This design comes from an exercise in tuning for small area, a short achievable clock period and few clock cycles per item on the open sky130 flow, not from production work.
The RTL was checked by simulation tests, not by an equivalence proof against the original design.
Power figures rest on the tool's default switching activity, not on a simulated workload.

## design/flow/run.sh

```bash
#!/bin/bash
# synth_recipe.tcl (not shown) runs the flow's synth.tcl, then flattens the netlist and writes it again
# the make line also repeats each setting of config.mk as NAME=value (left out here)
make -C /OpenROAD-flow-scripts/flow DESIGN_CONFIG=/design/flow/config.mk WORK_HOME=/design/flow/orfs CLKGATE_MAP_FILE= SYNTH_SCRIPT=/design/flow/synth_recipe.tcl finish
```

## design/flow/design.v

```verilog
`timescale 1ns / 1ps
module pe_con #(
    parameter SIZE = 16,
    parameter VECTOR_SIZE = 16,
    parameter L_RAM_SIZE = 4
) (
    input start,
    output done,
    input aclk,
    input aresetn,
    output [L_RAM_SIZE:0] rdaddr,
    input [SIZE-1:0] rddata,
    output [SIZE-1:0] wrdata
);
    reg [5:0] cnt;
    reg busy;
    reg done_r;
    reg ph_odd;      
    reg ph_even;     
    reg clr;         
    reg fin;         
    always @(posedge aclk)
        if (!aresetn) begin
            cnt <= 6'd0;
            busy <= 1'b0;
            done_r <= 1'b0;
            ph_odd <= 1'b0;
            ph_even <= 1'b0;
            clr <= 1'b1;
            fin <= 1'b0;
        end else begin
            done_r <= busy && (cnt == 6'd36);
            busy <= start || (busy && !done_r);
            if (busy && !done_r)
                cnt <= cnt + 6'd1;
            else
                cnt <= {5'd0, start};
            ph_odd <= (start || busy) && !cnt[0];
            ph_even <= busy && cnt[0];
            clr <= !busy || (cnt < 6'd3);
            fin <= busy && (cnt == 6'd35);
        end
    assign rdaddr = {cnt[0], cnt[4:1]};
    assign done = done_r;
    reg [SIZE-1:0] w1, w2;
    reg [7:0] w3;
    always @(posedge aclk) begin
        w1 <= rddata;
        w2 <= w1;
        w3 <= w2[7:0];
    end
    wire [SIZE-1:0] g1 = w1 & {SIZE{ph_odd}};
    wire [7:0] g3 = w3 & {8{ph_even}};
    wire pp1 = (w2[0] & g1[0]);
    wire pp2 = (w2[1] & g1[0]) | (g3[0] & w2[1]);
    wire pp3 = (w2[1] & g1[1]) | (g3[0] & w2[2]);
    wire pp4 = (w2[2] & g1[0]);
    wire pp5 = (w2[2] & g1[1]) | (g3[0] & w2[3]);
    wire pp6 = (w2[3] & g1[0]) | (g3[1] & w2[2]);
    wire pp7 = (w2[2] & g1[2]) | (g3[0] & w2[4]);
    wire pp8 = (w2[3] & g1[1]) | (g3[1] & w2[3]);
    wire pp9 = (w2[4] & g1[0]);
    wire pp10 = (w2[3] & g1[2]) | (g3[0] & w2[5]);
    wire pp11 = (w2[4] & g1[1]) | (g3[1] & w2[4]);
    wire pp12 = (w2[5] & g1[0]) | (g3[2] & w2[3]);
    wire pp13 = (w2[3] & g1[3]) | (g3[0] & w2[6]);
    wire pp14 = (w2[4] & g1[2]) | (g3[1] & w2[5]);
    wire pp15 = (w2[5] & g1[1]) | (g3[2] & w2[4]);
    wire pp16 = (w2[6] & g1[0]);
    wire pp17 = (w2[4] & g1[3]) | (g3[0] & w2[7]);
    wire pp18 = (w2[5] & g1[2]) | (g3[1] & w2[6]);
    wire pp19 = (w2[6] & g1[1]) | (g3[2] & w2[5]);
    wire pp20 = (w2[7] & g1[0]) | (g3[3] & w2[4]);
    wire pp21 = (w2[4] & g1[4]) | (g3[0] & w2[8]);
    wire pp22 = (w2[5] & g1[3]) | (g3[1] & w2[7]);
    wire pp23 = (w2[6] & g1[2]) | (g3[2] & w2[6]);
    wire pp24 = (w2[7] & g1[1]) | (g3[3] & w2[5]);
    wire pp25 = (w2[8] & g1[0]);
    wire pp26 = (w2[5] & g1[4]) | (g3[0] & w2[9]);
    wire pp27 = (w2[6] & g1[3]) | (g3[1] & w2[8]);
    wire pp28 = (w2[7] & g1[2]) | (g3[2] & w2[7]);
    wire pp29 = (w2[8] & g1[1]) | (g3[3] & w2[6]);
    wire pp30 = (w2[9] & g1[0]) | (g3[4] & w2[5]);
    wire pp31 = (w2[5] & g1[5]) | (g3[0] & w2[10]);
    wire pp32 = (w2[6] & g1[4]) | (g3[1] & w2[9]);
    wire pp33 = (w2[7] & g1[3]) | (g3[2] & w2[8]);
    wire pp34 = (w2[8] & g1[2]) | (g3[3] & w2[7]);
    wire pp35 = (w2[9] & g1[1]) | (g3[4] & w2[6]);
    wire pp36 = (w2[10] & g1[0]);
    wire pp37 = (w2[6] & g1[5]) | (g3[0] & w2[11]);
    wire pp38 = (w2[7] & g1[4]) | (g3[1] & w2[10]);
    wire pp39 = (w2[8] & g1[3]) | (g3[2] & w2[9]);
    wire pp40 = (w2[9] & g1[2]) | (g3[3] & w2[8]);
    wire pp41 = (w2[10] & g1[1]) | (g3[4] & w2[7]);
    wire pp42 = (w2[11] & g1[0]) | (g3[5] & w2[6]);
    wire pp43 = (w2[6] & g1[6]) | (g3[0] & w2[12]);
    wire pp44 = (w2[7] & g1[5]) | (g3[1] & w2[11]);
    wire pp45 = (w2[8] & g1[4]) | (g3[2] & w2[10]);
    wire pp46 = (w2[9] & g1[3]) | (g3[3] & w2[9]);
    wire pp47 = (w2[10] & g1[2]) | (g3[4] & w2[8]);
    wire pp48 = (w2[11] & g1[1]) | (g3[5] & w2[7]);
    wire pp49 = (w2[12] & g1[0]);
    wire pp50 = (w2[7] & g1[6]) | (g3[0] & w2[13]);
    wire pp51 = (w2[8] & g1[5]) | (g3[1] & w2[12]);
    wire pp52 = (w2[9] & g1[4]) | (g3[2] & w2[11]);
    wire pp53 = (w2[10] & g1[3]) | (g3[3] & w2[10]);
    wire pp54 = (w2[11] & g1[2]) | (g3[4] & w2[9]);
    wire pp55 = (w2[12] & g1[1]) | (g3[5] & w2[8]);
    wire pp56 = (w2[13] & g1[0]) | (g3[6] & w2[7]);
    wire pp57 = (w2[7] & g1[7]) | (g3[0] & w2[14]);
    wire pp58 = (w2[8] & g1[6]) | (g3[1] & w2[13]);
    wire pp59 = (w2[9] & g1[5]) | (g3[2] & w2[12]);
    wire pp60 = (w2[10] & g1[4]) | (g3[3] & w2[11]);
    wire pp61 = (w2[11] & g1[3]) | (g3[4] & w2[10]);
    wire pp62 = (w2[12] & g1[2]) | (g3[5] & w2[9]);
    wire pp63 = (w2[13] & g1[1]) | (g3[6] & w2[8]);
    wire pp64 = (w2[14] & g1[0]);
    wire pp65 = (w2[8] & g1[7]) | (g3[0] & w2[15]);
    wire pp66 = (w2[9] & g1[6]) | (g3[1] & w2[14]);
    wire pp67 = (w2[10] & g1[5]) | (g3[2] & w2[13]);
    wire pp68 = (w2[11] & g1[4]) | (g3[3] & w2[12]);
    wire pp69 = (w2[12] & g1[3]) | (g3[4] & w2[11]);
    wire pp70 = (w2[13] & g1[2]) | (g3[5] & w2[10]);
    wire pp71 = (w2[14] & g1[1]) | (g3[6] & w2[9]);
    wire pp72 = (w2[15] & g1[0]) | (g3[7] & w2[8]);
    wire s73, c74;
    pe_ha u_s73 (.a(pp3), .b(pp4), .s(s73), .co(c74));
    wire s75, c76;
    pe_fa u_s75 (.a(pp5), .b(pp6), .c(c74), .s(s75), .co(c76));
    wire s77, c78;
    pe_fa u_s77 (.a(pp7), .b(pp8), .c(pp9), .s(s77), .co(c78));
    wire s79, c80;
    pe_ha u_s79 (.a(s77), .b(c76), .s(s79), .co(c80));
    wire s81, c82;
    pe_fa u_s81 (.a(pp10), .b(pp11), .c(pp12), .s(s81), .co(c82));
    wire s83, c84;
    pe_fa u_s83 (.a(c78), .b(s81), .c(c80), .s(s83), .co(c84));
    wire s85, c86;
    pe_fa u_s85 (.a(pp13), .b(pp14), .c(pp15), .s(s85), .co(c86));
    wire s87, c88;
    pe_fa u_s87 (.a(pp16), .b(c82), .c(s85), .s(s87), .co(c88));
    wire s89, c90;
    pe_fa u_s89 (.a(pp17), .b(pp18), .c(pp19), .s(s89), .co(c90));
    wire s91, c92;
    pe_fa u_s91 (.a(pp20), .b(c86), .c(s89), .s(s91), .co(c92));
    wire s93, c94;
    pe_ha u_s93 (.a(c88), .b(s91), .s(s93), .co(c94));
    wire s95, c96;
    pe_fa u_s95 (.a(pp21), .b(pp22), .c(pp23), .s(s95), .co(c96));
    wire s97, c98;
    pe_fa u_s97 (.a(pp24), .b(pp25), .c(c90), .s(s97), .co(c98));
    wire s99, c100;
    pe_fa u_s99 (.a(s95), .b(c92), .c(s97), .s(s99), .co(c100));
    wire s101, c102;
    pe_fa u_s101 (.a(pp26), .b(pp27), .c(pp28), .s(s101), .co(c102));
    wire s103, c104;
    pe_fa u_s103 (.a(pp29), .b(pp30), .c(c96), .s(s103), .co(c104));
    wire s105, c106;
    pe_fa u_s105 (.a(s101), .b(c98), .c(s103), .s(s105), .co(c106));
    wire s107, c108;
    pe_fa u_s107 (.a(pp31), .b(pp32), .c(pp33), .s(s107), .co(c108));
    wire s109, c110;
    pe_fa u_s109 (.a(pp34), .b(pp35), .c(pp36), .s(s109), .co(c110));
    wire s111, c112;
    pe_fa u_s111 (.a(c102), .b(s107), .c(s109), .s(s111), .co(c112));
    wire s113, c114;
    pe_fa u_s113 (.a(pp37), .b(pp38), .c(pp39), .s(s113), .co(c114));
    wire s115, c116;
    pe_fa u_s115 (.a(pp40), .b(pp41), .c(pp42), .s(s115), .co(c116));
    wire s117, c118;
    pe_fa u_s117 (.a(c108), .b(c110), .c(s113), .s(s117), .co(c118));
    wire s119, c120;
    pe_fa u_s119 (.a(s115), .b(c112), .c(s117), .s(s119), .co(c120));
    wire s121, c122;
    pe_fa u_s121 (.a(pp43), .b(pp44), .c(pp45), .s(s121), .co(c122));
    wire s123, c124;
    pe_fa u_s123 (.a(pp46), .b(pp47), .c(pp48), .s(s123), .co(c124));
    wire s125, c126;
    pe_fa u_s125 (.a(pp49), .b(c114), .c(c116), .s(s125), .co(c126));
    wire s127, c128;
    pe_fa u_s127 (.a(s121), .b(s123), .c(c118), .s(s127), .co(c128));
    wire s129, c130;
    pe_fa u_s129 (.a(pp50), .b(pp51), .c(pp52), .s(s129), .co(c130));
    wire s131, c132;
    pe_fa u_s131 (.a(pp53), .b(pp54), .c(pp55), .s(s131), .co(c132));
    wire s133, c134;
    pe_fa u_s133 (.a(pp56), .b(c122), .c(c124), .s(s133), .co(c134));
    wire s135, c136;
    pe_fa u_s135 (.a(s129), .b(s131), .c(c126), .s(s135), .co(c136));
    wire s137, c138;
    pe_fa u_s137 (.a(pp57), .b(pp58), .c(pp59), .s(s137), .co(c138));
    wire s139, c140;
    pe_fa u_s139 (.a(pp60), .b(pp61), .c(pp62), .s(s139), .co(c140));
    wire s141, c142;
    pe_fa u_s141 (.a(pp63), .b(pp64), .c(c130), .s(s141), .co(c142));
    wire s143, c144;
    pe_fa u_s143 (.a(c132), .b(s137), .c(s139), .s(s143), .co(c144));
    wire s145, c146;
    pe_fa u_s145 (.a(c134), .b(s141), .c(s143), .s(s145), .co(c146));
    wire s147, c148;
    pe_fa u_s147 (.a(pp65), .b(pp66), .c(pp67), .s(s147), .co(c148));
    wire s149, c150;
    pe_fa u_s149 (.a(pp68), .b(pp69), .c(pp70), .s(s149), .co(c150));
    wire s151, c152;
    pe_fa u_s151 (.a(pp71), .b(pp72), .c(c138), .s(s151), .co(c152));
    wire s153, c154;
    pe_fa u_s153 (.a(c140), .b(s147), .c(s149), .s(s153), .co(c154));
    wire s155, c156;
    pe_fa u_s155 (.a(c142), .b(c144), .c(s151), .s(s155), .co(c156));
    reg [SIZE-1:0] q0;
    reg [SIZE-1:0] q1;
    reg [SIZE-1:0] q2;
    always @(posedge aclk) begin
        q0 <= {s153, c136, s133, s125, s119, c104, c100, c94, s93, s87, s83, s79, s75, s73, pp2, pp1};
        q1 <= {c146, s145, c128, c120, 1'b0, s111, s105, s99, 1'b0, c84, 1'b0, 1'b0, 1'b0, 1'b0, 1'b0, 1'b0};
        q2 <= {s155, 1'b0, s135, s127, 1'b0, c106, 1'b0, 1'b0, 1'b0, 1'b0, 1'b0, 1'b0, 1'b0, 1'b0, 1'b0, 1'b0};
    end
    reg [SIZE-1:0] acc_s, acc_c;
    wire s157, c158;
    pe_fa u_s157 (.a(q0[0]), .b(acc_s[0]), .c(acc_c[0]), .s(s157), .co(c158));
    wire s159, c160;
    pe_fa u_s159 (.a(q0[1]), .b(acc_s[1]), .c(acc_c[1]), .s(s159), .co(c160));
    wire s161, c162;
    pe_fa u_s161 (.a(q0[2]), .b(acc_s[2]), .c(acc_c[2]), .s(s161), .co(c162));
    wire s163, c164;
    pe_fa u_s163 (.a(q0[3]), .b(acc_s[3]), .c(acc_c[3]), .s(s163), .co(c164));
    wire s165, c166;
    pe_fa u_s165 (.a(q0[4]), .b(acc_s[4]), .c(acc_c[4]), .s(s165), .co(c166));
    wire s167, c168;
    pe_fa u_s167 (.a(q0[5]), .b(acc_s[5]), .c(acc_c[5]), .s(s167), .co(c168));
    wire s169, c170;
    pe_fa u_s169 (.a(q0[6]), .b(q1[6]), .c(acc_s[6]), .s(s169), .co(c170));
    wire s171, c172;
    pe_fa u_s171 (.a(acc_c[6]), .b(c168), .c(s169), .s(s171), .co(c172));
    wire s173, c174;
    pe_fa u_s173 (.a(q0[7]), .b(acc_s[7]), .c(acc_c[7]), .s(s173), .co(c174));
    wire s175, c176;
    pe_fa u_s175 (.a(c170), .b(s173), .c(c172), .s(s175), .co(c176));
    wire s177, c178;
    pe_fa u_s177 (.a(q0[8]), .b(q1[8]), .c(acc_s[8]), .s(s177), .co(c178));
    wire s179, c180;
    pe_fa u_s179 (.a(acc_c[8]), .b(c174), .c(s177), .s(s179), .co(c180));
    wire s181, c182;
    pe_fa u_s181 (.a(q0[9]), .b(q1[9]), .c(acc_s[9]), .s(s181), .co(c182));
    wire s183, c184;
    pe_fa u_s183 (.a(acc_c[9]), .b(c178), .c(s181), .s(s183), .co(c184));
    wire s185, c186;
    pe_fa u_s185 (.a(q0[10]), .b(q1[10]), .c(q2[10]), .s(s185), .co(c186));
    wire s187, c188;
    pe_fa u_s187 (.a(acc_s[10]), .b(acc_c[10]), .c(c182), .s(s187), .co(c188));
    wire s189, c190;
    pe_fa u_s189 (.a(s185), .b(c184), .c(s187), .s(s189), .co(c190));
    wire s191, c192;
    pe_fa u_s191 (.a(q0[11]), .b(acc_s[11]), .c(acc_c[11]), .s(s191), .co(c192));
    wire s193, c194;
    pe_fa u_s193 (.a(c186), .b(s191), .c(c188), .s(s193), .co(c194));
    wire s195, c196;
    pe_fa u_s195 (.a(q0[12]), .b(q1[12]), .c(q2[12]), .s(s195), .co(c196));
    wire s197, c198;
    pe_fa u_s197 (.a(acc_s[12]), .b(acc_c[12]), .c(c192), .s(s197), .co(c198));
    wire s199, c200;
    pe_fa u_s199 (.a(s195), .b(s197), .c(c194), .s(s199), .co(c200));
    wire s201, c202;
    pe_fa u_s201 (.a(q0[13]), .b(q1[13]), .c(q2[13]), .s(s201), .co(c202));
    wire s203, c204;
    pe_fa u_s203 (.a(acc_s[13]), .b(acc_c[13]), .c(c196), .s(s203), .co(c204));
    wire s205, c206;
    pe_fa u_s205 (.a(s201), .b(c198), .c(s203), .s(s205), .co(c206));
    wire s207, c208;
    pe_fa u_s207 (.a(q0[14]), .b(q1[14]), .c(acc_s[14]), .s(s207), .co(c208));
    wire s209, c210;
    pe_fa u_s209 (.a(acc_c[14]), .b(c202), .c(s207), .s(s209), .co(c210));
    wire s211, c212;
    pe_fa u_s211 (.a(c204), .b(s209), .c(c206), .s(s211), .co(c212));
    wire s213, c214;
    pe_fa u_s213 (.a(q0[15]), .b(q1[15]), .c(q2[15]), .s(s213), .co(c214));
    wire s215, c216;
    pe_fa u_s215 (.a(acc_s[15]), .b(acc_c[15]), .c(c208), .s(s215), .co(c216));
    wire s217, c218;
    pe_fa u_s217 (.a(s213), .b(c210), .c(s215), .s(s217), .co(c218));
    always @(posedge aclk)
        if (clr)
            acc_s <= {SIZE{1'b0}};
        else if (fin)
            acc_s <= acc_s + acc_c;    
        else
            acc_s <= {c212, s211, c200, s199, c190, s189, c180, c176, s175, s171, c166, c164, c162, c160, c158, s157};
    always @(posedge aclk)
        if (clr)
            acc_c <= {SIZE{1'b0}};
        else
            acc_c <= {s217, 1'b0, s205, 1'b0, s193, 1'b0, s183, s179, 1'b0, 1'b0, s167, s165, s163, s161, s159, 1'b0};
    assign wrdata = acc_s;
endmodule
module pe_fa (
    input a,
    input b,
    input c,
    output s,
    output co
);
    assign {co, s} = a + b + c;
endmodule
module pe_ha (
    input a,
    input b,
    output s,
    output co
);
    assign {co, s} = a + b;
endmodule
```

## design/flow/config.mk

```make
export PLATFORM = sky130hd
export DESIGN_NAME = pe_con
export DESIGN_NICKNAME = pe_con
export VERILOG_FILES = /design/flow/design.v
export SDC_FILE = /design/flow/constraint.sdc
export NUM_CORES = 4
export LEC_CHECK = 0
export CAP_MARGIN = 20
export CORE_MARGIN = 2
export CORE_UTILIZATION = 40
export CTS_BUF_LIST = sky130_fd_sc_hd__clkbuf_4 sky130_fd_sc_hd__clkbuf_8
export SETUP_SLACK_MARGIN = 4.5
export SLEW_MARGIN = 20
export SYNTH_HIERARCHICAL = 1
export SYNTH_MINIMUM_KEEP_SIZE = 0
```

## design/flow/constraint.sdc

```tcl
create_clock -name core_clock -period 7.0 [get_ports {aclk}]
set_input_delay 1.4000 -clock core_clock [delete_from_list [all_inputs] [get_ports {aclk}]]
set_output_delay 1.4000 -clock core_clock [all_outputs]
set_load 0.01 [all_outputs]
```

==> impl_metrics.py, run 1 <==
metrics = {
    "run_status": {
        "status": "no timing/DRC/antenna violations",
    },
    "yosys": {
        "ys_top_cells_by_area": "dfxtp_1, fa_1, a22o_1",
        "syn_avg_cell_area_um2": 11.9,
        "synth_area_leader_cell": "dfxtp_1",
        "synth.distinct_cells": 49,
        "synth_top_area_share_pct": 38.6,
        "synth-seq-area-share_pct": 38.6,
        "ys_async_sr_fraction_pct": 0,
        "synth_area_um2": 5500,
        "ys_warn_count": 7,
        "ys_ff_latch": 106,
        "synthCells": 461,
        "synth-edff-count": 0,
        "synth_ff_type": "dfxtp_1",
    },
    "grt": {
        "grt_max_degree": 30,
        "antenna_found_initial": 0,
        "gr-total-overflow": 0,
        "grt_pass1_vias": 3587,
        "grt_pass1_wl_mm": 18.3,
        "grt_usage_pct": 16.2,
    },
    "layout": {
        "final_common_cell": "dfxtp_1",
        "antennaDiodeCount": 0,
        "final_util_pct": 47.0,
        "final_area_um2": 6270,
        "synthToLayoutAreaGrowth_pct": 14.2,
        "final_cell_mix": "dfxtp_1, fa_1, a22o_1, nor2_1, dlygate4sd2_1",
        "layout-drive-gt1-share_pct": 12.8,
        "fin_nets": 591,
    },
    "floorplanning": {
        "rows": 42,
        "core_um2": 13300,
        "start_util_pct": 41.2,
        "io_pins": 41,
        "dieArea_um2": 14700,
        "dieHeight_um": 121,
        "die_w_um": 121,
    },
    "sta": {
        "fin_crit_sh_pct": 35.4,
        "hold_violations": 0,
        "holdWs_ps": 333,
        "finalCriticalPeriod_ps": 2480,
        "worst_pin_slew_ps": 663,
        "rsz0062_at_grt": "yes",
        "slew_headroom_pct": 55.3,
        "timing.fmax_ghz": 0.403,
        "setup_violations": 0,
        "setup_ws_ps": 4520,
        "skew_ps": 7.09,
        "setup_tns_ps": 0,
        "slew_viol_final": 0,
    },
    "clocking": {
        "cts_tree": "done",
        "clk_latency_ps": 380,
        "clkTransAtPathRegs_ps": 100,
        "cts_buffers": 9,
        "cts_root_buf": "clkbuf_8",
        "clock-sinks": 106,
        "htree_levels": 3,
        "cts.path.max_buffers": 2,
    },
    "hold_path": {
        "whs_path_depth": 0,
        "hp-class": "flop to flop",
    },
    "place": {
        "place_congestion": 0.911,
        "numPortBuffers": 40,
        "dpl.hpwl_mm": 8.10,
        "pre_cts_ws_ps": 4130,
        "postPlaceCellArea_um2": 6000,
    },
    "run": {
        "drv_cap": 0,
    },
    "power_and_ir_drop": {
        "powerDensity_nw_per_um2": 189,
        "p_leak_nw": 2.74,
        "ir_drop_mv": 0.162,
    },
    "route": {
        "via_count": 3543,
        "drt_wl_total_mm": 11.0,
        "drc": 0,
        "drt_iter0_drc": 342,
        "ant_nets": 0,
        "wire_per_inst_um": 16.5,
        "dr.pass1.iters": 5,
        "via_per_inst": 5.30,
    },
    "setup_path": {
        "crit_fanout": 1,
        "critical_path_class": "flop to flop",
        "r2r_cells": 6,
        "critPathLaunchType": "flop",
        "cp-end-kind": "flop",
        "required_ps": 7260,
        "critPathArrivalTime_ps": 2740,
    },
}
==> layout make-up <==
cell class	count	area, um^2
clock buffer	10	131
clock inverter	6	56.3
fill	1248	7070
inverter	13	48.8
multi-input combinational	311	3220
sequential	106	2180
tap	176	220
timing repair buffer	46	420
==> power by group <==
group          switching (mW)  internal, mW
clock                   0.218         0.141
sequential             0.0357         0.638
combinational          0.0718        0.0788
==> per-layer routing <==
layer	wire (um)	GRT usage, %	vias up
met2	5100	25.0	102
li1	-	-	1672
met5	0	0	-
met1	5130	21.8	1748
met4	269	7.18	0
met3	518	3.67	21
==> cells by family after synthesis <==
kind of cell	after synthesis	synth area share (%)
buf+inv	49	3.69
simple gates	92	9.11
other cells	1	0.0682
compound gates	113	17.0
flops	106	38.6
mux	6	1.09
fa+ha+maj	85	29.0
xor+xnor	9	1.43
==> synthesized netlist by cell type (all sizes together) (4+ instances only) <==
master / n
and3: 14
xor2: 4
nand2: 9
nand3: 5
ha: 14
nor2: 25
clkbuf: 28
buf: 8
a211oi: 6
a32o: 15
a22o: 43
and2: 13
nor2b: 12
o21ai: 10
inv: 12
a21oi: 8
o21a: 8
mux2i: 6
xnor2: 5
fa: 71
dfxtp: 106
==> per-stage QoR <==
step	cells	power, mW
after detailed placement	648	0.842
after global placement	648	0.836
final	668	1.18
after global routing	668	1.26
after CTS	664	1.21
after floorplan	466	0.791
==> flip-flops by register name (all words and copies together) (netlist names) <==
name / flops
acc_c: 10
acc_s: 16
busy: 1
clr: 1
cnt: 6
done_r: 1
fin: 1
ph_even: 1
ph_odd: 1
q0: 16
q1: 8
q2: 4
w1: 16
w2: 16
w3: 8
==> Yosys stat by module, one instance, submodules excluded <==
module / cells / area, um^2 / times used
pe_con: 388 / 4060 / 1
pe_fa: 1 / 20.0 / 70
pe_ha: 1 / 12.5 / 3
==> path summary, 6_finish.rpt <==
kind	start	end	slack (ps)
setup reg to reg	q0[12]	acc_s[14]	4520
setup / recovery	q0[12]	acc_s[14]	4520
hold reg to reg	w1[15]	w2[15]	330
hold / removal	w1[15]	w2[15]	330
==> timing repair <==
item	4_1_cts	5_1_grt
resized for setup	65	13
buffers inserted	0	4
hold buffers	0	0
setup endpoints to repair	40	18
==> critical path: stages, from the launching register on <==
cell and delay, ps:
dfxtp_1 330, fa_1 440, fa_1 480, fa_2 360
fa_1 450, o21ai_0 180, o32ai_1 130
Testbench counts, summed over its fixed seeds: cycles 7,296, items 192.
==> run 2: changes to the inputs <==
==> design/flow/flow/run.sh (new file) <==
#!/bin/bash
# The standard layout (standard synthesis unchanged), except that the
# port buffers are plain sky130_fd_sc_hd__buf_1 cells rather than the delay
# cells buffer_ports picks by default. Each step's full log is kept under
# orfs/logs/; make's own output goes to make_*.log here.
set -euo pipefail
bash standard.sh synth > make_synth.log 2>&1
bash standard.sh finish "BUFFER_PORTS_ARGS=-buffer_cell sky130_fd_sc_hd__buf_1" > make_finish.log 2>&1
==> design/flow/standard.sh (new file) <==
#!/bin/bash
# synth_recipe.tcl (not shown) runs the flow's synth.tcl, then flattens the netlist and writes it again
# the make line also repeats each setting of config.mk as NAME=value (left out here)
make -C /OpenROAD-flow-scripts/flow DESIGN_CONFIG=/design/flow/config.mk WORK_HOME=/design/flow/orfs CLKGATE_MAP_FILE= SYNTH_SCRIPT=/design/flow/synth_recipe.tcl "${@:-finish}"
--- a/design/flow/config.mk
+++ b/design/flow/config.mk
@@ -10,5 +10,5 @@
 export CORE_UTILIZATION = 40
 export CTS_BUF_LIST = sky130_fd_sc_hd__clkbuf_4 sky130_fd_sc_hd__clkbuf_8
-export SETUP_SLACK_MARGIN = 4.5
+export SETUP_SLACK_MARGIN = 4.8
 export SLEW_MARGIN = 20
 export SYNTH_HIERARCHICAL = 1
removed: design/flow/run.sh
==> run 2 against run 1 <==
Count of clock-buffer cells in the layout did not move. Non-clock buffer count increased by 30. Clock skew rose by 2.4 ps. Die area stayed put. Area after synthesis is the same. Core utilization increased by 2.8 points. Cell count increased by 4.8%. Maximum frequency grew 3.6%. Routed wire length is 8.5% higher. Critical path depth fell by 1. Hold slack worse by 3.8 ps. Largest cell class unchanged. Largest power group unchanged.
==> impl_metrics.py, run 2 <==
metrics = {
    "run_status": {
        "status": "no timing/DRC/antenna violations",
    },
    "floorplanning": {
        "start_util_pct": 41.2,
        "dieHeight_um": 121,
        "core_um2": 13300,
        "dieArea_um2": 14700,
        "io_pins": 41,
        "die_w_um": 121,
        "rows": 42,
    },
    "power_and_ir_drop": {
        "ir_drop_mv": 0.160,
        "p_leak_nw": 2.79,
        "powerDensity_nw_per_um2": 185,
    },
    "clocking": {
        "hold_buffers": 0,
        "clkTransAtPathRegs_ps": 110,
        "cts_buffers": 9,
        "clk_latency_ps": 390,
        "clock-sinks": 106,
        "htree_levels": 3,
        "cts_tree": "done",
        "cts.path.max_buffers": 2,
        "cts_root_buf": "clkbuf_8",
    },
    "grt": {
        "grt_max_degree": 30,
        "antenna_found_initial": 0,
        "grt_pass1_vias": 3909,
        "gr-total-overflow": 0,
        "grt_usage_pct": 17.3,
        "grt_pass1_wl_mm": 19.6,
    },
    "layout": {
        "finalNonFillerCells": 700,
        "seq_area_um2": 2200,
        "antennaDiodeCount": 0,
        "final_common_cell": "dfxtp_1",
        "synthToLayoutAreaGrowth_pct": 21.0,
        "n_fill_cell": 1205,
        "layout-drive-gt1-share_pct": 30.9,
        "final_cell_mix": "dfxtp_1, a22o_1, fa_1, fa_2, buf_4",
        "fin_nets": 623,
        "final_area_um2": 6650,
        "multiInputGateArea_um2": 3370,
    },
    "sta": {
        "fin_crit_sh_pct": 34.2,
        "rsz0062_at_grt": "yes",
        "worst_pin_slew_ps": 551,
        "holdWs_ps": 329,
        "slew_headroom_pct": 62.9,
        "skew_ps": 9.53,
        "timing.fmax_ghz": 0.417,
        "hold_violations": 0,
        "slew_viol_final": 0,
        "setup_violations": 0,
        "finalCriticalPeriod_ps": 2400,
        "setup_tns_ps": 0,
        "setup_ws_ps": 4600,
    },
    "yosys": {
        "synth_ff_type": "dfxtp_1",
        "synth-edff-count": 0,
        "ys_async_sr_fraction_pct": 0,
        "synth-seq-area-share_pct": 38.6,
        "synth_most_common_cell": "dfxtp_1",
        "synth.distinct_cells": 49,
        "synth_top_area_share_pct": 38.6,
        "ys_warn_count": 7,
        "syn_avg_cell_area_um2": 11.9,
        "synth_area_leader_cell": "dfxtp_1",
        "ys_ff_latch": 106,
        "synthCells": 461,
        "ys_top_cells_by_area": "dfxtp_1, fa_1, a22o_1",
        "ys_top_cells_by_count": "dfxtp_1, fa_1, a22o_1",
        "synth_area_um2": 5500,
    },
    "setup_path": {
        "reg2reg_to": "q1[14]",
        "critical_path_class": "flop to flop",
        "required_ps": 7270,
        "max_stage_delay_ps": 550,
        "cp-endpoint": "q1[14]",
        "crit_fanout": 11,
        "critPathLaunchType": "flop",
        "r2r_start": "ph_odd",
        "cp_common_cell": "fa_1",
        "slowest_stage": "fa_2",
        "r2r_slack_ps": 4600,
        "cp-startpoint": "ph_odd",
        "cp-end-kind": "flop",
        "cp_cell_sequence": "and2_4 > a32o_1 > fa_1 > fa_2 > fa_1",
        "r2r_cells": 5,
        "critPathArrivalTime_ps": 2670,
    },
    "run": {
        "drv_cap": 0,
    },
    "route": {
        "drt_wl_total_mm": 12.0,
        "via_count": 3721,
        "via_per_inst": 5.32,
        "wire_per_inst_um": 17.1,
        "drc": 0,
        "dr.pass1.iters": 5,
        "drt_iter0_drc": 277,
        "ant_nets": 0,
    },
    "place": {
        "place_congestion": 0.913,
        "postPlaceCellArea_um2": 5800,
        "pre_cts_ws_ps": 4050,
        "numPortBuffers": 40,
        "dpl.hpwl_mm": 8.33,
        "dp_cells": 648,
    },
    "hold_path": {
        "hp-class": "flop to flop",
    },
}
run 2: Yosys stat by module, one instance, submodules excluded:
module	cell area, um^2	flip-flops and latches	times used
pe_con	4060	106	1
pe_fa	20.0	0	70
pe_ha	12.5	0	3
run 2: power breakdown:
part | total, mW | switching, mW | internal, mW
logic | 0.163 | 0.0794 | 0.0837
registers | 0.672 | 0.0346 | 0.637
clock network | 0.393 | 0.219 | 0.174
run 2: layer usage:
metal  vias to the layer above  global-route usage (%)  routed length [um]
met1                      1828                    22.4                5400
met2                       130                    27.1                5580
li1                       1735                       -                   -
met4                         0                    8.05                 385
met3                        28                    4.51                 585
met5                         -                       0                   0
run 2: cells by family after synthesis:
group | synth area share [%]
other | 0.0682
AO/OA/AOI/OAI | 17.0
AND/OR/NAND/NOR | 9.11
XOR/XNOR | 1.43
multiplexers | 1.09
buffers and inverters | 3.69
flip-flops | 38.6
adder cells (fa/ha/maj) | 29.0
run 2: worst min-delay path by stage:
stage | from | end | slack, ps | depth (start not counted)
CTS | w1[11] | w2[11] | 330 | 0
finish | w1[13] | w2[13] | 330 | 0
global placement | w1[10] | w2[10] | 310 | 0
detailed placement | w1[15] | w2[15] | 310 | 0
floorplan | w1[10] | w2[10] | 310 | 0
global route | w1[8] | w2[8] | 340 | 0
run 2: cell type report:
| class | count | area share (%) |
|---|---|---|
| Multi-Input combinational cell | 313 | 50.7 |
| Sequential cell | 106 | 33.0 |
| Timing Repair Buffer | 76 | 9.12 |
| Tap cell | 176 | 3.31 |
| Clock buffer | 10 | 1.97 |
| Clock inverter | 6 | 1.05 |
| Inverter | 13 | 0.771 |
run 2: timing repair:
action	in CTS	in global routing
endpoints found under the setup margin	51	47
pin swaps	17	15
buffers inserted	27	7
gates cloned	2	0
gates resized for setup	115	27
run 2: metrics by stage:
| stage | total power [mW] | util [%] |
|---|---|---|
| 4_1_cts | 1.24 | 48.8 |
| 5_1_grt | 1.30 | 49.8 |
| 2_1_floorplan | 0.799 | - |
| 3_3_place_gp | 0.830 | 43.4 |
| 6_report | 1.23 | 49.8 |
| 3_5_place_dp | 0.839 | 43.4 |
run 2: worst max-delay path, delay by kind of cell, from the launching register on:
kind | cells | cell delay (ps)
and+or+nand+nor | 1 | 220
DFF | 1 | 390
adders and majority gates | 3 | 1420
AOI/OAI and AO/OA | 1 | 250
==> run 3: changes to the inputs <==
--- a/design/flow/config.mk
+++ b/design/flow/config.mk
@@ -10,5 +10,5 @@
 export CORE_UTILIZATION = 40
 export CTS_BUF_LIST = sky130_fd_sc_hd__clkbuf_4 sky130_fd_sc_hd__clkbuf_8
-export SETUP_SLACK_MARGIN = 4.8
+export SETUP_SLACK_MARGIN = 4.2
 export SLEW_MARGIN = 20
 export SYNTH_HIERARCHICAL = 1
==> run 3 against run 2 <==
Area after synthesis unchanged. Via count fell by 4.1%. Power is 3.4% lower. Critical path type unchanged. Critical endpoint unchanged. Largest cell class unchanged. Core utilization down 5.2 points. Highest routed layer unchanged. First-iteration DRC count increased by 26%. Sequential share of layout area up 2.6 points. Global-route usage is 1.2 points lower. Sequential cell count unchanged. Non-clock buffer count fell by 34.
==> impl_metrics.py, run 3 <==
metrics = {
    "grt": {
        "grt_pass1_vias": 3589,
        "gr-total-overflow": 0,
        "grt_usage_pct": 16.1,
        "grt_max_degree": 30,
        "antenna_found_initial": 0,
        "grt_pass1_wl_mm": 18.3,
    },
    "layout": {
        "n_fill_cell": 1272,
        "finalNonFillerCells": 664,
        "final_cell_mix": "dfxtp_1, fa_1, a22o_1, buf_1, nor2_1",
        "final_common_cell": "dfxtp_1",
        "layout-drive-gt1-share_pct": 5.74,
        "multiInputGateArea_um2": 3200,
        "seq_area_um2": 2120,
        "antennaDiodeCount": 0,
        "synthToLayoutAreaGrowth_pct": 8.31,
        "fin_nets": 587,
    },
    "sta": {
        "setup_violations": 0,
        "setup_tns_ps": 0,
        "slew_viol_final": 0,
        "hold_violations": 0,
        "worst_pin_slew_ps": 585,
        "fin_crit_sh_pct": 38.8,
        "slew_headroom_pct": 60.9,
        "rsz0062_at_grt": "yes",
        "timing.fmax_ghz": 0.368,
        "skew_ps": 11.0,
        "finalCriticalPeriod_ps": 2720,
        "holdWs_ps": 335,
    },
    "floorplanning": {
        "io_pins": 41,
        "start_util_pct": 41.2,
        "dieArea_um2": 14700,
        "die_w_um": 121,
        "dieHeight_um": 121,
        "core_um2": 13300,
        "rows": 42,
    },
    "power_and_ir_drop": {
        "ir_drop_mv": 0.163,
        "powerDensity_nw_per_um2": 199,
        "p_leak_nw": 2.51,
    },
    "setup_path": {
        "r2r_start": "ph_even",
        "r2r_slack_ps": 4280,
        "critPathLaunchType": "flop",
        "cp-startpoint": "ph_even",
        "r2r_cells": 5,
        "required_ps": 7260,
        "crit_fanout": 14,
        "cp-end-kind": "flop",
        "reg2reg_to": "q1[14]",
        "critical_path_class": "flop to flop",
        "critPathArrivalTime_ps": 2980,
    },
    "clocking": {
        "cts.path.max_buffers": 2,
        "clkTransAtPathRegs_ps": 100,
        "cts_buffers": 9,
        "cts_root_buf": "clkbuf_8",
        "cts_tree": "done",
        "clock-sinks": 106,
        "clk_latency_ps": 380,
        "htree_levels": 3,
        "postCtsSetupBuffers": 0,
        "hold_buffers": 0,
    },
    "yosys": {
        "synthCells": 461,
        "synth_most_common_cell": "dfxtp_1",
        "ys_top_cells_by_area": "dfxtp_1, fa_1, a22o_1",
        "synth_top_area_share_pct": 38.6,
        "syn_avg_cell_area_um2": 11.9,
        "ys_top_cells_by_count": "dfxtp_1, fa_1, a22o_1",
        "ys_warn_count": 7,
        "ys_ff_latch": 106,
        "synth.distinct_cells": 49,
        "synth-seq-area-share_pct": 38.6,
        "synth_area_leader_cell": "dfxtp_1",
        "synth_area_um2": 5500,
        "synth-edff-count": 0,
        "synth_ff_type": "dfxtp_1",
        "ys_async_sr_fraction_pct": 0,
    },
    "place": {
        "dpl.hpwl_mm": 8.15,
        "place_congestion": 0.915,
        "numPortBuffers": 40,
        "dp_cells": 648,
    },
    "route": {
        "via_per_inst": 5.37,
        "wire_per_inst_um": 16.4,
        "drc": 0,
        "via_count": 3567,
        "drt_wl_total_mm": 10.9,
        "ant_nets": 0,
        "dr.pass1.iters": 5,
        "drt_iter0_drc": 348,
    },
    "hold_path": {
        "whs_path_depth": 0,
        "hp-start": "w1[11]",
        "hp-class": "flop to flop",
        "holdPathEnd": "w2[11]",
    },
    "run": {
        "drv_cap": 0,
    },
    "run_status": {
        "status": "no timing/DRC/antenna violations",
    },
}
## run 3: cell types whose count changed in the layout (fill, tap and decap cells not counted), sizes merged
cell / change
clkinvlp: +2
clkbuf: +1
bufinv: -1
and2: -2
buf: -34
inv: -2
## run 3: stage by stage
| stage | total power [mW] | util, % | worst slack (ps) | cell area, um^2 |
|---|---|---|---|---|
| after floorplan | 0.791 | - | 4390 | 5520 |
| after global placement | 0.826 | 43.1 | 4160 | 5750 |
| after detailed placement | 0.832 | 43.1 | 4130 | 5750 |
| after CTS | 1.21 | 44.6 | 4210 | 5950 |
| after global routing | 1.26 | 44.6 | 4170 | 5950 |
| final | 1.19 | 44.6 | 4280 | 5950 |
## run 3: repair_timing
item / 4_1_cts / 5_1_grt
gates resized for setup: 5 / 2
cloned: 0 / 0
setup endpoints to repair: 5 / 8
## run 3: final cells by class
type                       count  share of cell area, %
multi-input combinational    311                   53.7
sequential                   106                   35.7
tap                          176                   3.70
timing repair buffer          42                   2.77
clock buffer                  11                   2.54
inverter                      13                  0.820
clock inverter                 5                  0.778
## run 3: layer usage
layer,share of wire (%),GRT usage [%]
met3,5.6,4.98
met1,47,21.7
met2,45,24.4
met5,0,0
met4,2.6,5.75
## run 3: critical path: stages (launching register included)
cell and delay (ps):
dfxtp_1 570, and2_1 470, a22o_1 240, fa_1 410
fa_1 510, fa_1 400
## run 3: power by group
group / total [mW] / internal (mW) / switching (mW)
clock: 0.371 / 0.154 / 0.217
sequential: 0.676 / 0.642 / 0.0348
combinational: 0.138 / 0.0686 / 0.0699
## run 3: worst max-delay path by stage
stage          depth (start not counted)  slack, ps  endpoint
5_1_grt                                5       4170    q1[14]
3_3_place_gp                           5       4160    q1[14]
6_report                               5       4280    q1[14]
3_5_place_dp                           5       4130     q1[8]
4_1_cts                                5       4210    q1[14]
2_1_floorplan                          7       4390    q1[14]
## run 3: Yosys stat by module, one instance, submodules excluded
module / area, um^2 / flops+latches / copies in the design
pe_con: 4060 / 106 / 1
pe_fa: 20.0 / 0 / 70
pe_ha: 12.5 / 0 / 3
## run 3: cells by family (layout without fill, tap and decap cells)
| kind of cell | after synthesis | in the layout | synth area share, % |
|---|---|---|---|
| buf+inv | 49 | 71 | 3.69 |
| mux | 6 | 6 | 1.09 |
| xor+xnor | 9 | 9 | 1.43 |
| fa+ha+maj | 85 | 85 | 29.0 |
| simple gates | 92 | 92 | 9.11 |
| compound gates | 113 | 113 | 17.0 |
| flops | 106 | 106 | 38.6 |
| other cells | 1 | 6 | 0.0682 |
==> run 4: changes to the inputs <==
--- a/design/flow/config.mk
+++ b/design/flow/config.mk
@@ -10,5 +10,5 @@
 export CORE_UTILIZATION = 40
 export CTS_BUF_LIST = sky130_fd_sc_hd__clkbuf_4 sky130_fd_sc_hd__clkbuf_8
-export SETUP_SLACK_MARGIN = 4.2
+export SETUP_SLACK_MARGIN = 4.5
 export SLEW_MARGIN = 20
 export SYNTH_HIERARCHICAL = 1
==> run 4 against run 3 <==
Via count fell by 2.1%. Sequential cell count did not move. Design area rose by 0.48%. Clock skew fell by 0.55 ps. Clock power fell by 3%. Sequential power barely moved. Combinational power barely moved. Power fell by 0.85%. Setup slack improved by 230 ps. Hold slack got worse by 3.2 ps.
==> impl_metrics.py, run 4 <==
metrics = {
    "run_status": {
        "status": "no timing/DRC/antenna violations",
    },
    "setup_path": {
        "critPathArrivalTime_ps": 2760,
        "cp-endpoint": "q1[14]",
        "r2r_start": "ph_odd",
        "cp-startpoint": "ph_odd",
        "r2r_cells": 5,
        "critical_path_class": "flop to flop",
        "critPathLaunchType": "flop",
        "cp-end-kind": "flop",
        "reg2reg_to": "q1[14]",
        "required_ps": 7270,
        "crit_fanout": 20,
        "r2r_slack_ps": 4510,
    },
    "layout": {
        "n_fill_cell": 1237,
        "final_common_cell": "dfxtp_1",
        "layout-drive-gt1-share_pct": 8.61,
        "fin_nets": 587,
        "final_util_pct": 44.8,
        "antennaDiodeCount": 0,
        "synthToLayoutAreaGrowth_pct": 8.83,
        "final_cell_mix": "dfxtp_1, fa_1, a22o_1, buf_1, nor2_1",
    },
    "yosys": {
        "syn_avg_cell_area_um2": 11.9,
        "ys_top_cells_by_count": "dfxtp_1, fa_1, a22o_1",
        "synth_most_common_cell": "dfxtp_1",
        "synth-seq-area-share_pct": 38.6,
        "synth.distinct_cells": 49,
        "synthCells": 461,
        "ys_ff_latch": 106,
        "synth_top_area_share_pct": 38.6,
        "synth-edff-count": 0,
        "ys_async_sr_fraction_pct": 0,
        "synth_ff_type": "dfxtp_1",
        "ys_top_cells_by_area": "dfxtp_1, fa_1, a22o_1",
        "ys_warn_count": 7,
        "synth_area_leader_cell": "dfxtp_1",
        "synth_area_um2": 5500,
    },
    "grt": {
        "antenna_found_initial": 0,
        "gr-total-overflow": 0,
        "grt_pass1_vias": 3574,
        "grt_pass1_wl_mm": 17.9,
        "grt_max_degree": 30,
        "grt_usage_pct": 15.8,
    },
    "clocking": {
        "clk_latency_ps": 380,
        "cts_buffers": 9,
        "cts_root_buf": "clkbuf_8",
        "hold_buffers": 0,
        "cts.path.max_buffers": 2,
        "clkTransAtPathRegs_ps": 100,
        "clock-sinks": 106,
        "htree_levels": 3,
        "cts_tree": "done",
    },
    "hold_path": {
        "whs_path_depth": 0,
        "hp-class": "flop to flop",
    },
    "sta": {
        "slew_headroom_pct": 65.6,
        "skew_ps": 10.5,
        "finalCriticalPeriod_ps": 2490,
        "setup_ws_ps": 4510,
        "worst_pin_slew_ps": 511,
        "slew_viol_final": 0,
        "hold_violations": 0,
        "setup_tns_ps": 0,
        "rsz0062_at_grt": "yes",
        "timing.fmax_ghz": 0.401,
        "fin_crit_sh_pct": 35.6,
        "setup_violations": 0,
    },
    "floorplanning": {
        "dieHeight_um": 121,
        "rows": 42,
        "start_util_pct": 41.2,
        "die_w_um": 121,
        "io_pins": 41,
        "dieArea_um2": 14700,
        "core_um2": 13300,
    },
    "route": {
        "ant_nets": 0,
        "drt_wl_total_mm": 10.8,
        "drt_iter0_drc": 309,
        "wire_per_inst_um": 16.2,
        "via_count": 3492,
        "via_per_inst": 5.26,
        "drc": 0,
        "dr.pass1.iters": 5,
    },
    "run": {
        "drv_cap": 0,
    },
    "power_and_ir_drop": {
        "powerDensity_nw_per_um2": 197,
        "finalPower_mw": 1.18,
        "ir_drop_mv": 0.169,
        "p_leak_nw": 2.52,
    },
    "place": {
        "numPortBuffers": 40,
        "pre_cts_ws_ps": 4140,
        "place_congestion": 0.911,
        "dpl.hpwl_mm": 8.00,
    },
}
## run 4: cell counts after synthesis
No cell type changed its count.
## run 4: metrics by stage
step	hold slack (ps)	area, um^2	std cells
2_1_floorplan	310	5520	466
3_3_place_gp	311	5750	648
3_5_place_dp	312	5750	648
4_1_cts	332	5970	664
5_1_grt	349	5980	664
6_report	332	5980	664
## run 4: power breakdown
| part | switching [mW] | internal (mW) |
|---|---|---|
| clock | 0.218 | 0.141 |
| sequential | 0.0357 | 0.641 |
| combinational | 0.0697 | 0.0697 |
| total | 0.323 | 0.852 |
## run 4: per-layer routing
metal / up-vias / GRT usage, % / wire, um
met2: 86 / 24.4 / 4870
met4: 0 / 6.47 / 234
met3: 16 / 3.81 / 454
met5: - / 0 / 0
met1: 1729 / 21.4 / 5200
li1: 1661 / - / -
## run 4: kinds of logic (layout without fill, tap and decap cells)
kind of cell | Yosys count | count (layout) | share of synthesized area, %
buffers and inverters | 49 | 71 | 3.69
muxes | 6 | 6 | 1.09
and+or+nand+nor | 92 | 92 | 9.11
other | 1 | 6 | 0.0682
DFF | 106 | 106 | 38.6
xor gates and xnor gates | 9 | 9 | 1.43
AOI/OAI and AO/OA | 113 | 113 | 17.0
adders and majority gates | 85 | 85 | 29.0
## run 4: how the worst min path moves through the flow
stage	start	to	slack, ps
after floorplan	w1[10]	w2[10]	310
after global placement	w1[10]	w2[10]	310
after detailed placement	w1[14]	w2[14]	310
after CTS	w1[8]	w2[8]	330
after global routing	w1[8]	w2[8]	350
final	w1[8]	w2[8]	330
## run 4: modules after synthesis, one instance, submodules excluded
module,cell area (um^2),flip-flops and latches
pe_con,4060,106
pe_fa,20.0,0
pe_ha,12.5,0
## run 4: repair_timing
action / CTS / global route
gates resized for setup: 19 / 11
gates cloned: 0 / 0
buffers inserted: 0 / 0
setup endpoints to repair: 20 / 10
## run 4: area by class of cell
type | instances | area (um^2) | share of cell area, %
multi-input cells | 311 | 3220 | 53.8
flip-flops and latches | 106 | 2140 | 35.7
well taps | 176 | 220 | 3.68
repair buffers | 42 | 165 | 2.76
clock buffers | 10 | 131 | 2.20
clock inverters | 6 | 62.6 | 1.05
inverters | 13 | 48.8 | 0.816
## run 4: critical path: stages, from the launching register on
cell     delay (ps)
dfxtp_4         420
and2_2          260
a22o_1          280
fa_1            560
fa_1            430
fa_1            430
==> run 5: changes to the inputs <==
--- a/design/flow/design.v
+++ b/design/flow/design.v
@@ -217,66 +217,66 @@
     end
     reg [SIZE-1:0] acc_s, acc_c;
-    wire s157, c158;
-    pe_fa u_s157 (.a(q0[0]), .b(acc_s[0]), .c(acc_c[0]), .s(s157), .co(c158));
-    wire s159, c160;
-    pe_fa u_s159 (.a(q0[1]), .b(acc_s[1]), .c(acc_c[1]), .s(s159), .co(c160));
-    wire s161, c162;
-    pe_fa u_s161 (.a(q0[2]), .b(acc_s[2]), .c(acc_c[2]), .s(s161), .co(c162));
-    wire s163, c164;
-    pe_fa u_s163 (.a(q0[3]), .b(acc_s[3]), .c(acc_c[3]), .s(s163), .co(c164));
-    wire s165, c166;
-    pe_fa u_s165 (.a(q0[4]), .b(acc_s[4]), .c(acc_c[4]), .s(s165), .co(c166));
-    wire s167, c168;
-    pe_fa u_s167 (.a(q0[5]), .b(acc_s[5]), .c(acc_c[5]), .s(s167), .co(c168));
-    wire s169, c170;
-    pe_fa u_s169 (.a(q0[6]), .b(q1[6]), .c(acc_s[6]), .s(s169), .co(c170));
-    wire s171, c172;
-    pe_fa u_s171 (.a(acc_c[6]), .b(c168), .c(s169), .s(s171), .co(c172));
-    wire s173, c174;
-    pe_fa u_s173 (.a(q0[7]), .b(acc_s[7]), .c(acc_c[7]), .s(s173), .co(c174));
-    wire s175, c176;
-    pe_fa u_s175 (.a(c170), .b(s173), .c(c172), .s(s175), .co(c176));
-    wire s177, c178;
-    pe_fa u_s177 (.a(q0[8]), .b(q1[8]), .c(acc_s[8]), .s(s177), .co(c178));
-    wire s179, c180;
-    pe_fa u_s179 (.a(acc_c[8]), .b(c174), .c(s177), .s(s179), .co(c180));
-    wire s181, c182;
-    pe_fa u_s181 (.a(q0[9]), .b(q1[9]), .c(acc_s[9]), .s(s181), .co(c182));
-    wire s183, c184;
-    pe_fa u_s183 (.a(acc_c[9]), .b(c178), .c(s181), .s(s183), .co(c184));
-    wire s185, c186;
-    pe_fa u_s185 (.a(q0[10]), .b(q1[10]), .c(q2[10]), .s(s185), .co(c186));
-    wire s187, c188;
-    pe_fa u_s187 (.a(acc_s[10]), .b(acc_c[10]), .c(c182), .s(s187), .co(c188));
-    wire s189, c190;
-    pe_fa u_s189 (.a(s185), .b(c184), .c(s187), .s(s189), .co(c190));
-    wire s191, c192;
-    pe_fa u_s191 (.a(q0[11]), .b(acc_s[11]), .c(acc_c[11]), .s(s191), .co(c192));
-    wire s193, c194;
-    pe_fa u_s193 (.a(c186), .b(s191), .c(c188), .s(s193), .co(c194));
-    wire s195, c196;
-    pe_fa u_s195 (.a(q0[12]), .b(q1[12]), .c(q2[12]), .s(s195), .co(c196));
-    wire s197, c198;
-    pe_fa u_s197 (.a(acc_s[12]), .b(acc_c[12]), .c(c192), .s(s197), .co(c198));
-    wire s199, c200;
-    pe_fa u_s199 (.a(s195), .b(s197), .c(c194), .s(s199), .co(c200));
-    wire s201, c202;
-    pe_fa u_s201 (.a(q0[13]), .b(q1[13]), .c(q2[13]), .s(s201), .co(c202));
-    wire s203, c204;
-    pe_fa u_s203 (.a(acc_s[13]), .b(acc_c[13]), .c(c196), .s(s203), .co(c204));
-    wire s205, c206;
-    pe_fa u_s205 (.a(s201), .b(c198), .c(s203), .s(s205), .co(c206));
-    wire s207, c208;
-    pe_fa u_s207 (.a(q0[14]), .b(q1[14]), .c(acc_s[14]), .s(s207), .co(c208));
-    wire s209, c210;
-    pe_fa u_s209 (.a(acc_c[14]), .b(c202), .c(s207), .s(s209), .co(c210));
-    wire s211, c212;
-    pe_fa u_s211 (.a(c204), .b(s209), .c(c206), .s(s211), .co(c212));
-    wire s213, c214;
-    pe_fa u_s213 (.a(q0[15]), .b(q1[15]), .c(q2[15]), .s(s213), .co(c214));
-    wire s215, c216;
-    pe_fa u_s215 (.a(acc_s[15]), .b(acc_c[15]), .c(c208), .s(s215), .co(c216));
-    wire s217, c218;
-    pe_fa u_s217 (.a(s213), .b(c210), .c(s215), .s(s217), .co(c218));
+    wire s219, c220;
+    pe_ha u_s219 (.a(q0[0]), .b(acc_s[0]), .s(s219), .co(c220));
+    wire s221, c222;
+    pe_fa u_s221 (.a(q0[1]), .b(acc_s[1]), .c(acc_c[1]), .s(s221), .co(c222));
+    wire s223, c224;
+    pe_fa u_s223 (.a(q0[2]), .b(acc_s[2]), .c(acc_c[2]), .s(s223), .co(c224));
+    wire s225, c226;
+    pe_fa u_s225 (.a(q0[3]), .b(acc_s[3]), .c(acc_c[3]), .s(s225), .co(c226));
+    wire s227, c228;
+    pe_fa u_s227 (.a(q0[4]), .b(acc_s[4]), .c(acc_c[4]), .s(s227), .co(c228));
+    wire s229, c230;
+    pe_fa u_s229 (.a(q0[5]), .b(acc_s[5]), .c(acc_c[5]), .s(s229), .co(c230));
+    wire s231, c232;
+    pe_fa u_s231 (.a(q0[6]), .b(q1[6]), .c(acc_s[6]), .s(s231), .co(c232));
+    wire s233, c234;
+    pe_ha u_s233 (.a(c230), .b(s231), .s(s233), .co(c234));
+    wire s235, c236;
+    pe_fa u_s235 (.a(q0[7]), .b(acc_s[7]), .c(c232), .s(s235), .co(c236));
+    wire s237, c238;
+    pe_ha u_s237 (.a(c234), .b(s235), .s(s237), .co(c238));
+    wire s239, c240;
+    pe_fa u_s239 (.a(q0[8]), .b(q1[8]), .c(acc_s[8]), .s(s239), .co(c240));
+    wire s241, c242;
+    pe_fa u_s241 (.a(acc_c[8]), .b(s239), .c(c236), .s(s241), .co(c242));
+    wire s243, c244;
+    pe_fa u_s243 (.a(q0[9]), .b(q1[9]), .c(acc_s[9]), .s(s243), .co(c244));
+    wire s245, c246;
+    pe_fa u_s245 (.a(acc_c[9]), .b(c240), .c(s243), .s(s245), .co(c246));
+    wire s247, c248;
+    pe_fa u_s247 (.a(q0[10]), .b(q1[10]), .c(q2[10]), .s(s247), .co(c248));
+    wire s249, c250;
+    pe_fa u_s249 (.a(acc_s[10]), .b(c244), .c(s247), .s(s249), .co(c250));
+    wire s251, c252;
+    pe_ha u_s251 (.a(c246), .b(s249), .s(s251), .co(c252));
+    wire s253, c254;
+    pe_fa u_s253 (.a(q0[11]), .b(acc_s[11]), .c(acc_c[11]), .s(s253), .co(c254));
+    wire s255, c256;
+    pe_fa u_s255 (.a(c248), .b(s253), .c(c250), .s(s255), .co(c256));
+    wire s257, c258;
+    pe_fa u_s257 (.a(q0[12]), .b(q1[12]), .c(q2[12]), .s(s257), .co(c258));
+    wire s259, c260;
+    pe_fa u_s259 (.a(acc_s[12]), .b(c254), .c(s257), .s(s259), .co(c260));
+    wire s261, c262;
+    pe_ha u_s261 (.a(s259), .b(c256), .s(s261), .co(c262));
+    wire s263, c264;
+    pe_fa u_s263 (.a(q0[13]), .b(q1[13]), .c(q2[13]), .s(s263), .co(c264));
+    wire s265, c266;
+    pe_fa u_s265 (.a(acc_s[13]), .b(acc_c[13]), .c(c258), .s(s265), .co(c266));
+    wire s267, c268;
+    pe_fa u_s267 (.a(s263), .b(c260), .c(s265), .s(s267), .co(c268));
+    wire s269, c270;
+    pe_fa u_s269 (.a(q0[14]), .b(q1[14]), .c(acc_s[14]), .s(s269), .co(c270));
+    wire s271, c272;
+    pe_fa u_s271 (.a(c264), .b(s269), .c(c266), .s(s271), .co(c272));
+    wire s273, c274;
+    pe_ha u_s273 (.a(c268), .b(s271), .s(s273), .co(c274));
+    wire s275, c276;
+    pe_fa u_s275 (.a(q0[15]), .b(q1[15]), .c(q2[15]), .s(s275), .co(c276));
+    wire s277, c278;
+    pe_fa u_s277 (.a(acc_s[15]), .b(acc_c[15]), .c(c270), .s(s277), .co(c278));
+    wire s279, c280;
+    pe_fa u_s279 (.a(s275), .b(s277), .c(c272), .s(s279), .co(c280));
     always @(posedge aclk)
         if (clr)
@@ -285,10 +285,10 @@
             acc_s <= acc_s + acc_c;    
         else
-            acc_s <= {c212, s211, c200, s199, c190, s189, c180, c176, s175, s171, c166, c164, c162, c160, c158, s157};
+            acc_s <= {c274, s273, c262, s261, c252, s251, c242, c238, s237, s233, c228, c226, c224, c222, c220, s219};
     always @(posedge aclk)
         if (clr)
             acc_c <= {SIZE{1'b0}};
         else
-            acc_c <= {s217, 1'b0, s205, 1'b0, s193, 1'b0, s183, s179, 1'b0, 1'b0, s167, s165, s163, s161, s159, 1'b0};
+            acc_c <= {s279, 1'b0, s267, 1'b0, s255, 1'b0, s245, s241, 1'b0, 1'b0, s229, s227, s225, s223, s221, 1'b0};
     assign wrdata = acc_s;
 endmodule
==> run 5 against run 4 <==
Design area is 1.0% lower. Register-to-register slack better by 60 ps. Setup slack better by 63 ps. Die area is 0.86% lower. Sequential cell count stayed put. Area after synthesis is 0.89% lower. Count of clock-buffer cells in the layout stayed put. Clock skew is 1.1 ps higher. Clock power is 6.7% higher. Combinational power is 9% lower. Critical path type unchanged. Largest cell class unchanged. Highest routed layer unchanged.
==> impl_metrics.py, run 5 <==
metrics = {
    "yosys": {
        "ys_top_cells_by_area": "dfxtp_1, fa_1, a22o_1",
        "ys_async_sr_fraction_pct": 0,
        "ys_warn_count": 7,
        "synth-edff-count": 0,
        "ys_ff_latch": 106,
        "synth-seq-area-share_pct": 39.0,
        "synth_most_common_cell": "dfxtp_1",
        "synth_area_um2": 5450,
        "ys_top_cells_by_count": "dfxtp_1, fa_1, a22o_1",
        "synth.distinct_cells": 48,
        "syn_avg_cell_area_um2": 11.8,
        "synth_area_leader_cell": "dfxtp_1",
        "synthCells": 460,
        "synth_ff_type": "dfxtp_1",
        "synth_top_area_share_pct": 39.0,
    },
    "route": {
        "wire_per_inst_um": 16.2,
        "drt_wl_total_mm": 10.7,
        "ant_nets": 0,
        "drc": 0,
        "dr.pass1.iters": 4,
        "via_per_inst": 5.30,
        "via_count": 3489,
        "drt_iter0_drc": 240,
    },
    "power_and_ir_drop": {
        "powerDensity_nw_per_um2": 201,
        "p_leak_nw": 2.51,
        "ir_drop_mv": 0.161,
    },
    "sta": {
        "finalCriticalPeriod_ps": 2430,
        "setup_ws_ps": 4570,
        "skew_ps": 11.6,
        "hold_violations": 0,
        "worst_pin_slew_ps": 565,
        "rsz0062_at_grt": "no",
        "setup_violations": 0,
        "setup_tns_ps": 0,
        "fin_crit_sh_pct": 34.7,
        "slew_headroom_pct": 61.9,
        "timing.fmax_ghz": 0.412,
        "slew_viol_final": 0,
    },
    "place": {
        "dpl.hpwl_mm": 8.04,
        "place_congestion": 0.924,
        "pre_cts_ws_ps": 4130,
        "numPortBuffers": 40,
    },
    "floorplanning": {
        "die_w_um": 121,
        "dieArea_um2": 14600,
        "core_um2": 13300,
        "start_util_pct": 41.0,
        "dieHeight_um": 121,
        "io_pins": 41,
        "rows": 42,
    },
    "setup_path": {
        "slowest_stage": "fa_1",
        "critPathArrivalTime_ps": 2690,
        "crit_fanout": 20,
        "critical_path_class": "flop to flop",
        "max_stage_delay_ps": 530,
        "cp_common_cell": "fa_1",
        "required_ps": 7260,
        "critPathLaunchType": "flop",
        "cp-end-kind": "flop",
        "cp_cell_sequence": "and2_1 > a22o_1 > fa_1 > fa_1 > fa_1",
    },
    "clocking": {
        "cts_root_buf": "clkbuf_8",
        "clock-sinks": 106,
        "cts_buffers": 9,
        "cts_tree": "done",
        "postCtsSetupBuffers": 0,
        "clkTransAtPathRegs_ps": 100,
        "clk_latency_ps": 370,
        "htree_levels": 3,
        "hold_buffers": 0,
        "cts.path.max_buffers": 2,
    },
    "grt": {
        "antenna_found_initial": 0,
        "grt_pass1_vias": 3679,
        "gr-total-overflow": 0,
        "grt_usage_pct": 16.1,
        "grt_pass1_wl_mm": 18.4,
        "grt_max_degree": 30,
    },
    "run_status": {
        "status": "no timing/DRC/antenna violations",
    },
    "layout": {
        "synthToLayoutAreaGrowth_pct": 8.68,
        "seq_area_um2": 2140,
        "antennaDiodeCount": 0,
        "final_cell_mix": "dfxtp_1, fa_1, a22o_1, buf_1, nor2_1",
        "multiInputGateArea_um2": 3140,
        "final_common_cell": "dfxtp_1",
        "n_fill_cell": 1264,
        "layout-drive-gt1-share_pct": 7.88,
        "fin_nets": 581,
    },
    "hold_path": {
        "hp-class": "flop to flop",
    },
    "run": {
        "drv_cap": 0,
    },
}
-- run 5: what timing repair did --
item | 4_1_cts | 5_1_grt
endpoints found under the setup margin | 20 | 8
resized for setup | 19 | 8
pin swaps | 0 | 0
gates cloned | 0 | 0
-- run 5: per-layer routing --
layer / wire [um] / track usage [%] / part of all wire, % / up-vias
li1: - / - / - / 1663
met1: 5040 / 21.7 / 47 / 1729
met2: 4940 / 25.6 / 46 / 80
met3: 437 / 3.49 / 4.1 / 17
met4: 246 / 5.96 / 2.3 / 0
met5: 0 / 0 / 0 / -
-- run 5: cells by family (layout without fill, tap and decap cells) --
kind of cell,after synthesis,count (layout),synth area share (%)
flops,106,106,39.0
buf+inv,49,71,3.72
fa+ha+maj,85,85,28.5
compound gates,113,113,17.1
xor+xnor,9,9,1.45
mux,6,6,1.10
simple gates,92,92,9.19
-- run 5: layout make-up --
type,count,area share (%)
tap,176,3.72
inverter,13,0.824
multi-input combinational,305,53.1
clock buffer,10,2.22
sequential,106,36.1
timing repair buffer,42,2.79
clock inverter,6,1.25
-- run 5: final timing paths --
path	from	cells after the start	to	slack [ps]
worst max register to register	ph_odd	5	q1[14]	4570
worst min-delay path	w1[9]	0	w2[9]	320
worst max-delay path	ph_odd	5	q1[14]	4570
worst min register to register	w1[9]	0	w2[9]	320
-- run 5: per-module statistics from Yosys, one instance, submodules excluded --
module  cells  times used
pe_con    387           1
pe_fa       1          64
pe_ha       1           9
-- run 5: where the power goes --
part	internal (mW)	switching (mW)	total (mW)
Combinational	0.0639	0.0636	0.127
Sequential	0.641	0.0353	0.677
Clock	0.174	0.209	0.383
Total	0.879	0.308	1.19
-- run 5: per-stage QoR --
stage          utilization [%]  instance area, um^2  std cells  hold slack [ps]  power [mW]
2_1_floorplan                -                 5450        460              310       0.780
3_3_place_gp              42.7                 5680        642              310       0.811
3_5_place_dp              42.7                 5680        642              312       0.819
4_1_cts                   44.4                 5910        658              321        1.21
5_1_grt                   44.5                 5920        658              323        1.26
6_report                  44.5                 5920        658              321        1.19
-- run 5: worst max-delay path: cells and delay by family, from the launching register on --
family | cells | cell delay (ps)
flip-flops | 1 | 470
adder cells (fa/ha/maj) | 3 | 1370
AO/OA/AOI/OAI | 1 | 200
AND/OR/NAND/NOR | 1 | 280
Testbench counts of run 5, summed over its fixed seeds: cycles 7,296, items 192.
==> run 6: changes to the inputs <==
--- a/design/flow/config.mk
+++ b/design/flow/config.mk
@@ -10,5 +10,5 @@
 export CORE_UTILIZATION = 40
 export CTS_BUF_LIST = sky130_fd_sc_hd__clkbuf_4 sky130_fd_sc_hd__clkbuf_8
-export SETUP_SLACK_MARGIN = 4.5
+export SETUP_SLACK_MARGIN = 4.7
 export SLEW_MARGIN = 20
 export SYNTH_HIERARCHICAL = 1
==> run 6 against run 5 <==
Still clean on timing, DRC and antenna. Clock power is 1% lower. Count of clock-buffer cells in the layout stayed put. Cell count is 4.3% higher. Clock skew is 3.1 ps lower. Routed wire length is 6.0% higher. Hold slack better by 10 ps. Critical endpoint is now q0[11]. Largest cell class unchanged. Highest routed layer unchanged.
==> impl_metrics.py, run 6 <==
metrics = {
    "power_and_ir_drop": {
        "p_leak_nw": 2.74,
    },
    "layout": {
        "final_common_cell": "dfxtp_1",
        "final_cell_mix": "dfxtp_1, fa_1, a22o_1, buf_4, nor2_1",
        "antennaDiodeCount": 0,
    },
    "yosys": {
        "synth_area_um2": 5450,
        "synth_area_leader_cell": "dfxtp_1",
        "synthAdderAreaFrac_pct": 28.5,
        "ys_top_cells_by_count": "dfxtp_1, fa_1, a22o_1",
        "synth_top_family_by_area": "adder cells",
        "ys_ff_latch": 106,
        "synth-edff-count": 0,
        "synth_mux_area_share_pct": 1.10,
        "synth_ff_type": "dfxtp_1",
        "synth_top_area_share_pct": 39.0,
        "synthSimpleGateAreaFrac_pct": 9.19,
        "synth-seq-area-share_pct": 39.0,
        "ys_top_cells_by_area": "dfxtp_1, fa_1, a22o_1",
        "yosys.area_share.xor_xnor_pct": 1.45,
        "synth.distinct_cells": 48,
        "synth-compound-area-share_pct": 17.1,
    },
    "sta": {
        "setup_tns_ps": 0,
        "timing.fmax_ghz": 0.425,
        "slew_headroom_pct": 69.7,
        "finalCriticalPeriod_ps": 2360,
        "slew_viol_final": 0,
        "hold_violations": 0,
    },
    "place": {
        "numPortBuffers": 40,
        "place_congestion": 0.912,
    },
    "setup_path": {
        "cp-end-kind": "flop",
        "critical_path_class": "flop to flop",
        "critPathLaunchType": "flop",
        "r2r_slack_ps": 4640,
        "critPathArrivalTime_ps": 2690,
    },
    "route": {
        "drt_wl_total_mm": 11.3,
        "dr.pass1.iters": 5,
        "drt_iter0_drc": 339,
        "drc": 0,
    },
    "grt": {
        "gr-total-overflow": 0,
        "grt_pass1_wl_mm": 18.8,
        "antenna_found_initial": 0,
    },
    "clocking": {
        "clkTransAtPathRegs_ps": 110,
        "clock-sinks": 106,
        "cts_tree": "done",
    },
    "floorplanning": {
        "rows": 42,
        "io_pins": 41,
        "core_um2": 13300,
        "dieHeight_um": 121,
        "dieArea_um2": 14600,
    },
    "run_status": {
        "status": "no timing/DRC/antenna violations",
    },
}
==> run 6: cell types whose count changed in the layout (fill, tap and decap cells not counted), moves of 11 or more <==
cell	previous run	this run
buf_1	40	18
buf_2	0	13
buf_4	2	26
dfxtp_1	98	74
dfxtp_2	6	19
dfxtp_4	2	13
fa_1	65	47
fa_2	0	18
==> run 6: cell type report <==
class                   instances  area, um^2
multi-input cells             307        3220
well taps                     176         220
inverters                      13        48.8
fillers                      1235        6950
repair buffers                 68         460
clock buffers                  10         138
flip-flops and latches        106        2190
clock inverters                 6        62.6
==> run 6: per-module statistics from Yosys (local to each module, per instance) <==
module | cells inside | times used
pe_fa | 1 | 64
pe_ha | 1 | 9
pe_con | 387 | 1
==> run 6: logic make-up (layout without fill, tap and decap cells) <==
| logic type | count (synthesis) | in the layout |
|---|---|---|
| AO/OA/AOI/OAI | 113 | 113 |
| flip-flops | 106 | 106 |
| AND/OR/NAND/NOR | 92 | 94 |
| adder cells (fa/ha/maj) | 85 | 85 |
| buffers and inverters | 49 | 97 |
| XOR/XNOR | 9 | 9 |
| multiplexers | 6 | 6 |
==> run 6: power breakdown <==
group,total [mW],internal [mW],switching (mW)
Sequential,0.672,0.638,0.0345
Combinational,0.140,0.0711,0.0690
Clock,0.378,0.150,0.229
==> run 6: layer usage <==
layer,GRT usage [%],up-vias,part of all wire [%]
met5,0,-,0
met4,7.56,0,3.0
met3,3.49,25,4.4
met2,26.3,111,46
met1,21.6,1775,47
li1,-,1723,-
==> run 6: critical path, cell delays in order (launching register included) <==
cell and delay (ps):
dfxtp_4 380, and2_4 190, a22o_1 260, fa_1 520, fa_1 430, fa_2 530
==> run 6: metrics by stage <==
step | cells | area (um^2) | hold slack, ps | total power, mW | setup slack, ps
floorplan | 460 | 5530 | 310 | 0.784 | 4550
global placement | 642 | 5700 | 310 | 0.812 | 4220
detailed placement | 642 | 5700 | 312 | 0.821 | 4120
CTS | 679 | 6200 | 334 | 1.20 | 4630
global route | 686 | 6340 | 337 | 1.26 | 4570
finish | 686 | 6340 | 332 | 1.19 | 4640
==> run 6: path summary, 6_finish.rpt <==
| path | end | cells after the start | from |
|---|---|---|---|
| worst min register to register | w2[8] | 0 | w1[8] |
| worst max-delay path | q0[11] | 5 | ph_even |
| worst min-delay path | w2[8] | 0 | w1[8] |
| worst max register to register | q0[11] | 5 | ph_even |
==> run 6: what timing repair did <==
item / in CTS / in global routing
pin swaps: 2 / 12
endpoints found under the hold margin: 0 / 0
cloned: 0 / 2
setup endpoints to repair: 45 / 25
buffers inserted: 21 / 5
gates resized for setup: 90 / 23

Check on run 6: ideal ports give 4.645 ns setup slack; a clkbuf_16 on the clock port and buf_2 on the inputs give 4.645 ns; moving port delays by the midpoint clock arrival (0.409 ns) as well gives 4.645 ns.
